What follows belongs to an exercise in optimizing a design on an open flow for small area, a short achievable clock period and few clock cycles per item; a production flow would make more cautious choices. Only simulation tests tie the RTL to the original design; equivalence was not proved. Power figures rest on the tool's default switching activity, not on a simulated workload.

`flow/design.v`:
```
`timescale 1ns/1ps
module FIR_Filter_IP (
  input  wire          axi_aw_valid,
  output wire          axi_aw_ready,
  input  wire [5:0]    axi_aw_payload_addr,
  input  wire [2:0]    axi_aw_payload_prot,
  input  wire          axi_w_valid,
  output wire          axi_w_ready,
  input  wire [31:0]   axi_w_payload_data,
  input  wire [3:0]    axi_w_payload_strb,
  output wire          axi_b_valid,
  input  wire          axi_b_ready,
  output wire [1:0]    axi_b_payload_resp,
  input  wire          axi_ar_valid,
  output reg           axi_ar_ready,
  input  wire [5:0]    axi_ar_payload_addr,
  input  wire [2:0]    axi_ar_payload_prot,
  output wire          axi_r_valid,
  input  wire          axi_r_ready,
  output wire [31:0]   axi_r_payload_data,
  output wire [1:0]    axi_r_payload_resp,
  input  wire          axiStreamIn_valid,
  output wire          axiStreamIn_ready,
  input  wire [31:0]   axiStreamIn_payload,
  output reg           axiStreamOut_valid,
  input  wire          axiStreamOut_ready,
  output reg  [31:0]   axiStreamOut_payload,
  input  wire          clk,
  input  wire          reset
);
  wire       [31:0]   _zz_axiStreamOut_payload;
  wire       [31:0]   _zz_axiStreamOut_payload_1;
  wire       [31:0]   _zz_axiStreamOut_payload_2;
  wire       [31:0]   _zz_axiStreamOut_payload_3;
  wire       [31:0]   _zz_axiStreamOut_payload_4;
  wire       [31:0]   _zz_axiStreamOut_payload_5;
  wire       [31:0]   _zz_axiStreamOut_payload_6;
  wire       [31:0]   _zz_axiStreamOut_payload_7;
  wire       [31:0]   _zz_axiStreamOut_payload_8;
  wire       [31:0]   _zz_axiStreamOut_payload_9;
  wire       [31:0]   _zz_axiStreamOut_payload_10;
  wire       [31:0]   _zz_axiStreamOut_payload_11;
  wire       [31:0]   _zz_axiStreamOut_payload_12;
  wire       [31:0]   _zz_axiStreamOut_payload_13;
  wire       [31:0]   _zz_axiStreamOut_payload_14;
  wire                slv_readErrorFlag;
  wire                slv_writeErrorFlag;
  wire                slv_readHaltRequest;
  wire                slv_writeHaltRequest;
  wire                slv_writeJoinEvent_valid;
  wire                slv_writeJoinEvent_ready;
  wire                slv_writeOccur;
  reg        [1:0]    slv_writeRsp_resp;
  wire                slv_writeJoinEvent_translated_valid;
  wire                slv_writeJoinEvent_translated_ready;
  wire       [1:0]    slv_writeJoinEvent_translated_payload_resp;
  wire                _zz_slv_writeJoinEvent_translated_ready;
  reg                 _zz_slv_writeJoinEvent_translated_ready_1;
  wire                _zz_axi_b_valid;
  reg                 _zz_axi_b_valid_1;
  reg        [1:0]    _zz_axi_b_payload_resp;
  wire                when_Stream_l369;
  wire                slv_readDataStage_valid;
  wire                slv_readDataStage_ready;
  wire       [5:0]    slv_readDataStage_payload_addr;
  wire       [2:0]    slv_readDataStage_payload_prot;
  reg                 axi_ar_rValid;
  reg        [5:0]    axi_ar_rData_addr;
  reg        [2:0]    axi_ar_rData_prot;
  wire                when_Stream_l369_1;
  reg        [31:0]   slv_readRsp_data;
  reg        [1:0]    slv_readRsp_resp;
  wire                _zz_axi_r_valid;
  wire       [5:0]    slv_readAddressMasked;
  wire       [5:0]    slv_writeAddressMasked;
  wire                slv_readOccur;
  reg        [31:0]   coeffs_0;
  reg        [31:0]   coeffs_1;
  reg        [31:0]   coeffs_2;
  reg        [31:0]   coeffs_3;
  reg        [31:0]   coeffs_4;
  reg        [31:0]   coeffs_5;
  reg        [31:0]   coeffs_6;
  reg        [31:0]   coeffs_7;
  reg                 enable;
  reg        [31:0]   delregs_0;
  reg        [31:0]   delregs_1;
  reg        [31:0]   delregs_2;
  reg        [31:0]   delregs_3;
  reg        [31:0]   delregs_4;
  reg        [31:0]   delregs_5;
  reg        [31:0]   delregs_6;
  reg        [31:0]   delregs_7;
  reg                 outValid;
  wire                streamAccept;
  wire                coeffWrite;
  assign _zz_axiStreamOut_payload = ($signed(_zz_axiStreamOut_payload_1) + $signed(_zz_axiStreamOut_payload_14));
  assign _zz_axiStreamOut_payload_1 = ($signed(_zz_axiStreamOut_payload_2) + $signed(_zz_axiStreamOut_payload_13));
  assign _zz_axiStreamOut_payload_2 = ($signed(_zz_axiStreamOut_payload_3) + $signed(_zz_axiStreamOut_payload_12));
  assign _zz_axiStreamOut_payload_3 = ($signed(_zz_axiStreamOut_payload_4) + $signed(_zz_axiStreamOut_payload_11));
  assign _zz_axiStreamOut_payload_4 = ($signed(_zz_axiStreamOut_payload_5) + $signed(_zz_axiStreamOut_payload_10));
  assign _zz_axiStreamOut_payload_5 = ($signed(_zz_axiStreamOut_payload_6) + $signed(_zz_axiStreamOut_payload_9));
  assign _zz_axiStreamOut_payload_6 = ($signed(_zz_axiStreamOut_payload_7) + $signed(_zz_axiStreamOut_payload_8));
  assign _zz_axiStreamOut_payload_7 = ($signed(delregs_0) * $signed(coeffs_0));
  assign _zz_axiStreamOut_payload_8 = ($signed(delregs_1) * $signed(coeffs_1));
  assign _zz_axiStreamOut_payload_9 = ($signed(delregs_2) * $signed(coeffs_2));
  assign _zz_axiStreamOut_payload_10 = ($signed(delregs_3) * $signed(coeffs_3));
  assign _zz_axiStreamOut_payload_11 = ($signed(delregs_4) * $signed(coeffs_4));
  assign _zz_axiStreamOut_payload_12 = ($signed(delregs_5) * $signed(coeffs_5));
  assign _zz_axiStreamOut_payload_13 = ($signed(delregs_6) * $signed(coeffs_6));
  assign _zz_axiStreamOut_payload_14 = ($signed(delregs_7) * $signed(coeffs_7));
  assign slv_readErrorFlag = 1'b0;
  assign slv_writeErrorFlag = 1'b0;
  assign slv_readHaltRequest = 1'b0;
  assign slv_writeHaltRequest = 1'b0;
  assign slv_writeOccur = (slv_writeJoinEvent_valid && slv_writeJoinEvent_ready);
  assign slv_writeJoinEvent_valid = (axi_aw_valid && axi_w_valid);
  assign axi_aw_ready = slv_writeOccur;
  assign axi_w_ready = slv_writeOccur;
  assign slv_writeJoinEvent_translated_valid = slv_writeJoinEvent_valid;
  assign slv_writeJoinEvent_ready = slv_writeJoinEvent_translated_ready;
  assign slv_writeJoinEvent_translated_payload_resp = slv_writeRsp_resp;
  assign _zz_slv_writeJoinEvent_translated_ready = (! slv_writeHaltRequest);
  assign slv_writeJoinEvent_translated_ready = (_zz_slv_writeJoinEvent_translated_ready_1 && _zz_slv_writeJoinEvent_translated_ready);
  always @(*) begin
    _zz_slv_writeJoinEvent_translated_ready_1 = axi_b_ready;
    if(when_Stream_l369) begin
      _zz_slv_writeJoinEvent_translated_ready_1 = 1'b1;
    end
  end
  assign when_Stream_l369 = (! _zz_axi_b_valid);
  assign _zz_axi_b_valid = _zz_axi_b_valid_1;
  assign axi_b_valid = _zz_axi_b_valid;
  assign axi_b_payload_resp = _zz_axi_b_payload_resp;
  always @(*) begin
    axi_ar_ready = slv_readDataStage_ready;
    if(when_Stream_l369_1) begin
      axi_ar_ready = 1'b1;
    end
  end
  assign when_Stream_l369_1 = (! slv_readDataStage_valid);
  assign slv_readDataStage_valid = axi_ar_rValid;
  assign slv_readDataStage_payload_addr = axi_ar_rData_addr;
  assign slv_readDataStage_payload_prot = axi_ar_rData_prot;
  assign _zz_axi_r_valid = (! slv_readHaltRequest);
  assign slv_readDataStage_ready = (axi_r_ready && _zz_axi_r_valid);
  assign axi_r_valid = (slv_readDataStage_valid && _zz_axi_r_valid);
  assign axi_r_payload_data = slv_readRsp_data;
  assign axi_r_payload_resp = slv_readRsp_resp;
  always @(*) begin
    if(slv_writeErrorFlag) begin
      slv_writeRsp_resp = 2'b10;
    end else begin
      slv_writeRsp_resp = 2'b00;
    end
  end
  always @(*) begin
    if(slv_readErrorFlag) begin
      slv_readRsp_resp = 2'b10;
    end else begin
      slv_readRsp_resp = 2'b00;
    end
  end
  always @(*) begin
    slv_readRsp_data = 32'h00000000;
    case(slv_readAddressMasked)
      6'h00 : begin
        slv_readRsp_data[31 : 0] = coeffs_0;
      end
      6'h04 : begin
        slv_readRsp_data[31 : 0] = coeffs_1;
      end
      6'h08 : begin
        slv_readRsp_data[31 : 0] = coeffs_2;
      end
      6'h0c : begin
        slv_readRsp_data[31 : 0] = coeffs_3;
      end
      6'h10 : begin
        slv_readRsp_data[31 : 0] = coeffs_4;
      end
      6'h14 : begin
        slv_readRsp_data[31 : 0] = coeffs_5;
      end
      6'h18 : begin
        slv_readRsp_data[31 : 0] = coeffs_6;
      end
      6'h1c : begin
        slv_readRsp_data[31 : 0] = coeffs_7;
      end
      6'h20 : begin
        slv_readRsp_data[0 : 0] = enable;
      end
      default : begin
      end
    endcase
  end
  assign slv_readAddressMasked = (slv_readDataStage_payload_addr & (~ 6'h03));
  assign slv_writeAddressMasked = (axi_aw_payload_addr & (~ 6'h03));
  assign slv_readOccur = (axi_r_valid && axi_r_ready);
  assign axiStreamIn_ready = enable;
  assign streamAccept = (axiStreamIn_valid && enable);
  assign coeffWrite = (slv_writeOccur && (! slv_writeAddressMasked[5]));
  always @(*) begin
    axiStreamOut_valid = outValid;
  end
  always @(*) begin
    axiStreamOut_payload = _zz_axiStreamOut_payload;
  end
  always @(posedge clk or posedge reset) begin
    if(reset) begin
      _zz_axi_b_valid_1 <= 1'b0;
      axi_ar_rValid <= 1'b0;
      coeffs_0 <= 32'h00000000;
      coeffs_1 <= 32'h00000000;
      coeffs_2 <= 32'h00000000;
      coeffs_3 <= 32'h00000000;
      coeffs_4 <= 32'h00000000;
      coeffs_5 <= 32'h00000000;
      coeffs_6 <= 32'h00000000;
      coeffs_7 <= 32'h00000000;
      enable <= 1'b0;
      delregs_0 <= 32'h00000000;
      delregs_1 <= 32'h00000000;
      delregs_2 <= 32'h00000000;
      delregs_3 <= 32'h00000000;
      delregs_4 <= 32'h00000000;
      delregs_5 <= 32'h00000000;
      delregs_6 <= 32'h00000000;
      delregs_7 <= 32'h00000000;
      outValid <= 1'b0;
    end else begin
      if(_zz_slv_writeJoinEvent_translated_ready_1) begin
        _zz_axi_b_valid_1 <= (slv_writeJoinEvent_translated_valid && _zz_slv_writeJoinEvent_translated_ready);
      end
      if(axi_ar_ready) begin
        axi_ar_rValid <= axi_ar_valid;
      end
      outValid <= streamAccept;
      if(streamAccept) begin
        delregs_0 <= axiStreamIn_payload;
        delregs_1 <= delregs_0;
        delregs_2 <= delregs_1;
        delregs_3 <= delregs_2;
        delregs_4 <= delregs_3;
        delregs_5 <= delregs_4;
        delregs_6 <= delregs_5;
        delregs_7 <= delregs_6;
      end
      if(coeffWrite) begin
        delregs_0 <= 32'h00000000;
        delregs_1 <= 32'h00000000;
        delregs_2 <= 32'h00000000;
        delregs_3 <= 32'h00000000;
        delregs_4 <= 32'h00000000;
        delregs_5 <= 32'h00000000;
        delregs_6 <= 32'h00000000;
        delregs_7 <= 32'h00000000;
      end
      case(slv_writeAddressMasked)
        6'h00 : begin
          if(slv_writeOccur) begin
            coeffs_0 <= axi_w_payload_data[31 : 0];
          end
        end
        6'h04 : begin
          if(slv_writeOccur) begin
            coeffs_1 <= axi_w_payload_data[31 : 0];
          end
        end
        6'h08 : begin
          if(slv_writeOccur) begin
            coeffs_2 <= axi_w_payload_data[31 : 0];
          end
        end
        6'h0c : begin
          if(slv_writeOccur) begin
            coeffs_3 <= axi_w_payload_data[31 : 0];
          end
        end
        6'h10 : begin
          if(slv_writeOccur) begin
            coeffs_4 <= axi_w_payload_data[31 : 0];
          end
        end
        6'h14 : begin
          if(slv_writeOccur) begin
            coeffs_5 <= axi_w_payload_data[31 : 0];
          end
        end
        6'h18 : begin
          if(slv_writeOccur) begin
            coeffs_6 <= axi_w_payload_data[31 : 0];
          end
        end
        6'h1c : begin
          if(slv_writeOccur) begin
            coeffs_7 <= axi_w_payload_data[31 : 0];
          end
        end
        6'h20 : begin
          if(slv_writeOccur) begin
            enable <= axi_w_payload_data[0];
          end
        end
        default : begin
        end
      endcase
    end
  end
  always @(posedge clk) begin
    if(_zz_slv_writeJoinEvent_translated_ready_1) begin
      _zz_axi_b_payload_resp <= slv_writeJoinEvent_translated_payload_resp;
    end
    if(axi_ar_ready) begin
      axi_ar_rData_addr <= axi_ar_payload_addr;
      axi_ar_rData_prot <= axi_ar_payload_prot;
    end
  end
endmodule
```
`flow/run.sh`:
```
#!/bin/bash
# synth_recipe.tcl (not shown) runs the flow's synth.tcl, then flattens the netlist and writes it again
# the make line also repeats each setting of config.mk as NAME=value (left out here)
make -C /OpenROAD-flow-scripts/flow DESIGN_CONFIG=/design/flow/config.mk WORK_HOME=/design/flow/orfs CLKGATE_MAP_FILE= SYNTH_SCRIPT=/design/flow/synth_recipe.tcl finish
```
`flow/config.mk`:
```
export PLATFORM = sky130hd
export DESIGN_NAME = FIR_Filter_IP
export DESIGN_NICKNAME = FIR_Filter_IP
export VERILOG_FILES = /design/flow/design.v
export SDC_FILE = /design/flow/constraint.sdc
export NUM_CORES = 4
export LEC_CHECK = 0
export CAP_MARGIN = 20
export CORE_MARGIN = 2
export CORE_UTILIZATION = 40
export SETUP_SLACK_MARGIN = 0.5
export SLEW_MARGIN = 20
```
`flow/constraint.sdc`:
```
create_clock -name core_clock -period 15.0 [get_ports {clk}]
set_input_delay 3.0000 -clock core_clock [delete_from_list [all_inputs] [get_ports {clk}]]
set_output_delay 3.0000 -clock core_clock [all_outputs]
set_load 0.01 [all_outputs]
```
==> metrics.cfg <==
[yosys]
avgSynthCellArea_um2=9.345
synth.area.top_cells=fa_1 48%, inv_1 9.9%, and2_1 9.0%
synth_top_area_frac=0.4808
synth_top_family_by_area=adder cells
synth_common_cells=4,030 x inv_1, 3,655 x fa_1, 2,541 x nand2_1, 2,198 x and2_1, 1,040 x ha_1
synth.yosys.seq_area_share=0.08564
synth_cell_types=51
synth_compound_area_frac=0.01742
ys.flop_type=dfrtp_1
async_reset_ff_frac=0.9923
synth-xor-area-share=0.03131
ys_warn_count=1
ys_ff_latch=520
yosysMostFrequentCell=inv_1
synth_fa_ha_area_frac=0.5663
syn-cell-area_um2=152200
synthMuxAreaShare=0.01902
synth_edf_count=4
yosys.area.top_type=fa_1
syn_inst=16280
yosys.area_share.simple=0.1571

[cts]
root_buffer=clkbuf_16
cts_tree=built
htreeDepth=3
clkLatencyLatePin_ns=0.75
ctsHoldBuffers=0
clk_pin_slew_ns=0.07
cts.sinks=520
numCtsBuffers=72
clock_path_buffers=3

[timing]
final.min_clock_period_ns=14.29
slew_viol_final=0
slew_headroom=0.1864
finalSetupTns_ns=0
clock_skew_ns=0.04065
finalHoldViolCount=0
finalCritPeriodShare=0.9527
fmax_ghz=0.06998
report.final.setup_viol=0
fin_ws_ns=0.7099
tightest_slew_ns=1.220
rsz0062_at_grt=no

[place]
dp_cells=21140
place_ws_ns=0.5352
placed_area_um2=161500
gp_congestion=1.082
post-dp-hpwl_mm=504.9
port_buffers=150

[worst_setup_path]
slowest_stage=fa_2
critPathMaxFanout=8
worstSetupPathType=reg -> out
crit_path_frequent_cell=fa_1
r2r_start=_zz_axi_b_valid_1
rrSetupSlack_ns=11.15
crit_path_max_incr_delay_ns=0.67
critPathRequiredTime_ns=12.00
crit_path_start_kind=register
worstSetupEndpointType=primary output
rr_endpoint=delregs_5[9]
arrival_ns=11.29
ff2ff_path_depth=6

[drt]
dr.first_iter.drc_count=12000
drc=0
postRouteAntennaNets=0
finalWirelength_mm=609.9
first_pass_iters=8
vias=113900
wl_per_cell_um=28.41
drt-vias-per-instance=5.306

[global_route]
grt-ovfl-total=0
grt_pass1_wl_mm=869.3
grt_max_degree=167
grt_use_total=0.3213
grt_pass1_vias=117600
antenna_found_initial=56

[power_and_ir_drop]
power_leakage_nw=79.71
p_per_area_nw_per_um2=253.1
ir_drop_v=0.001579

[worst_hold_path]
whs_path_depth=2
hp-class=reg -> reg
hold_end=_zz_axi_b_valid_1
hold_path.startpoint=_zz_axi_b_valid_1

[finish]
multiInputGateArea_um2=120900
regArea_um2=13510
final_area_um2=166500
final_nets=21120
drive_gt1_frac=0.09748
syn_to_final_growth_pct=9.423
finalNonFillerCells=21470
fillers=37190

[floorplan]
rows=226
die_w_um=620.8
die_h_um=620.8
pin_count=170
core_um2=378900
die_area_um2=385400
start_util=0.4016

[run_status]
status=no timing/DRC/antenna violations

[flow_run]
cap_viol_max_count=0

## layer usage
metal | global-route usage | part of all wire | vias to the layer above
met5 | 0.004545 | 0.00053 | -
met4 | 0.2214 | 0.083 | 18
met3 | 0.09208 | 0.11 | 1402
met2 | 0.4708 | 0.43 | 6362
met1 | 0.4099 | 0.38 | 59880
li1 | - | - | 46250
## worst max-delay path by stage
stage	cells after the start	endpoint	startpoint	slack (ns)
after global routing	34	axiStreamOut_payload[26]	delregs_2[11]	0.52
after floorplan	36	axiStreamOut_payload[28]	coeffs_0[4]	2.38
after detailed placement	31	axiStreamOut_payload[29]	coeffs_2[2]	0.54
final	35	axiStreamOut_payload[31]	coeffs_2[22]	0.71
after global placement	31	axiStreamOut_payload[29]	coeffs_2[2]	0.54
after CTS	35	axiStreamOut_payload[29]	coeffs_3[2]	0.43
## layout by cell type, fill, tap and decap left out, types with 11 or more instances in the layout
master,count
a21oi_1,280
inv_2,23
clkbuf_16,72
xor2_1,97
and2_1,2196
nand4_1,31
nand2_1,2538
fa_1,3539
dfrtp_1,227
ha_1,1038
mux2_1,30
buf_12,43
a22oi_1,126
dfrtp_4,45
fa_2,116
clkinvlp_4,11
mux2_2,227
inv_1,4002
bufinv_16,14
diode_2,67
a21o_1,11
dfrtp_2,244
buf_6,51
buf_4,659
xnor2_1,437
nand2b_1,20
clkdlybuf4s50_1,133
## cell type report
type,instances,share of cell area
multi-input cells,10790,0.7258
clock inverters,43,0.003952
flip-flops and latches,520,0.08112
well taps,5016,0.03769
diodes,67,0.001007
clock buffers,89,0.01180
repair buffers,911,0.04757
inverters,4031,0.09102
## worst max-delay path, delay by kind of cell, from the launching register on
family        cells  cell delay, ns
buf+inv          12            1.63
fa+ha+maj        13            6.63
flops             1            0.49
xor+xnor          9            1.58
simple gates      1            0.17
## sequential cells by signal, indices dropped and copies added (netlist names), 4 cells and up
| signal | cells |
|---|---|
| delregs_3 | 32 |
| axi_ar_rData_addr | 4 |
| delregs_0 | 32 |
| coeffs_7 | 32 |
| delregs_2 | 32 |
| delregs_5 | 32 |
| coeffs_2 | 32 |
| coeffs_5 | 32 |
| delregs_1 | 32 |
| coeffs_4 | 32 |
| coeffs_1 | 32 |
| coeffs_0 | 32 |
| delregs_4 | 32 |
| coeffs_6 | 32 |
| delregs_6 | 32 |
| coeffs_3 | 32 |
| delregs_7 | 32 |
## timing repair
item / CTS / global route
resized for setup: 246 / 322
endpoints found under the setup margin: 11 / 15
cloned: 0 / 0
buffers inserted: 15 / 115
pin swaps: 8 / 71
## through the flow
step / hold slack (ns) / power (W) / util
after CTS: 0.5038 / 0.04103 / 0.4345
after floorplan: 0.4792 / 0.02002 / -
final: 0.4996 / 0.04215 / 0.4394
after global placement: 0.4902 / 0.03865 / 0.4262
after global routing: 0.5209 / 0.04365 / 0.4392
after detailed placement: 0.4914 / 0.03868 / 0.4261
## kinds of logic (layout without fill, tap and decap cells)
logic type / count (synthesis) / in the layout
DFF: 520 / 520
muxes: 257 / 257
AOI/OAI and AO/OA: 449 / 449
and+or+nand+nor: 4844 / 4844
other: 1 / 71
buffers and inverters: 4978 / 5074
adders and majority gates: 4695 / 4695
xor gates and xnor gates: 540 / 540
## report_power, final
group	total [W]	switching, W	internal [W]
registers	0.00244	0.000812	0.00163
clock network	0.00208	0.000896	0.00118
logic	0.0376	0.0225	0.0151
total	0.0421	0.0242	0.0179
Testbench counts, summed over its fixed seeds: cycles 4,104, items 4,096.

[separate check: timing with driven ports]
The results above use ideal ports. As a check the final layout listed here was re-extracted and re-timed, cells and wires unchanged.
Step 1, drivers: a clkbuf_16 drives clk and a buf_2 each remaining input, both assumed.
Step 2 also shifts input and output timing later by t, the mid clock arrival at the registers, as if the neighbouring blocks saw the same clock.
a / b / c = ideal ports / drivers / drivers and shift; a / b = the first two.
shift t [ns]: 0.833
setup WS [ns]: 0.710 / 0.606 / 1.438
worst hold slack (ns): 0.500 / 0.500 / 0.500
slew at the worst register clock pin (ns): 0.08 / 0.08
After both steps this run still meets setup and hold. The setup slack of this run moves by -0.104 ns with the drivers and by +0.728 ns with both steps.
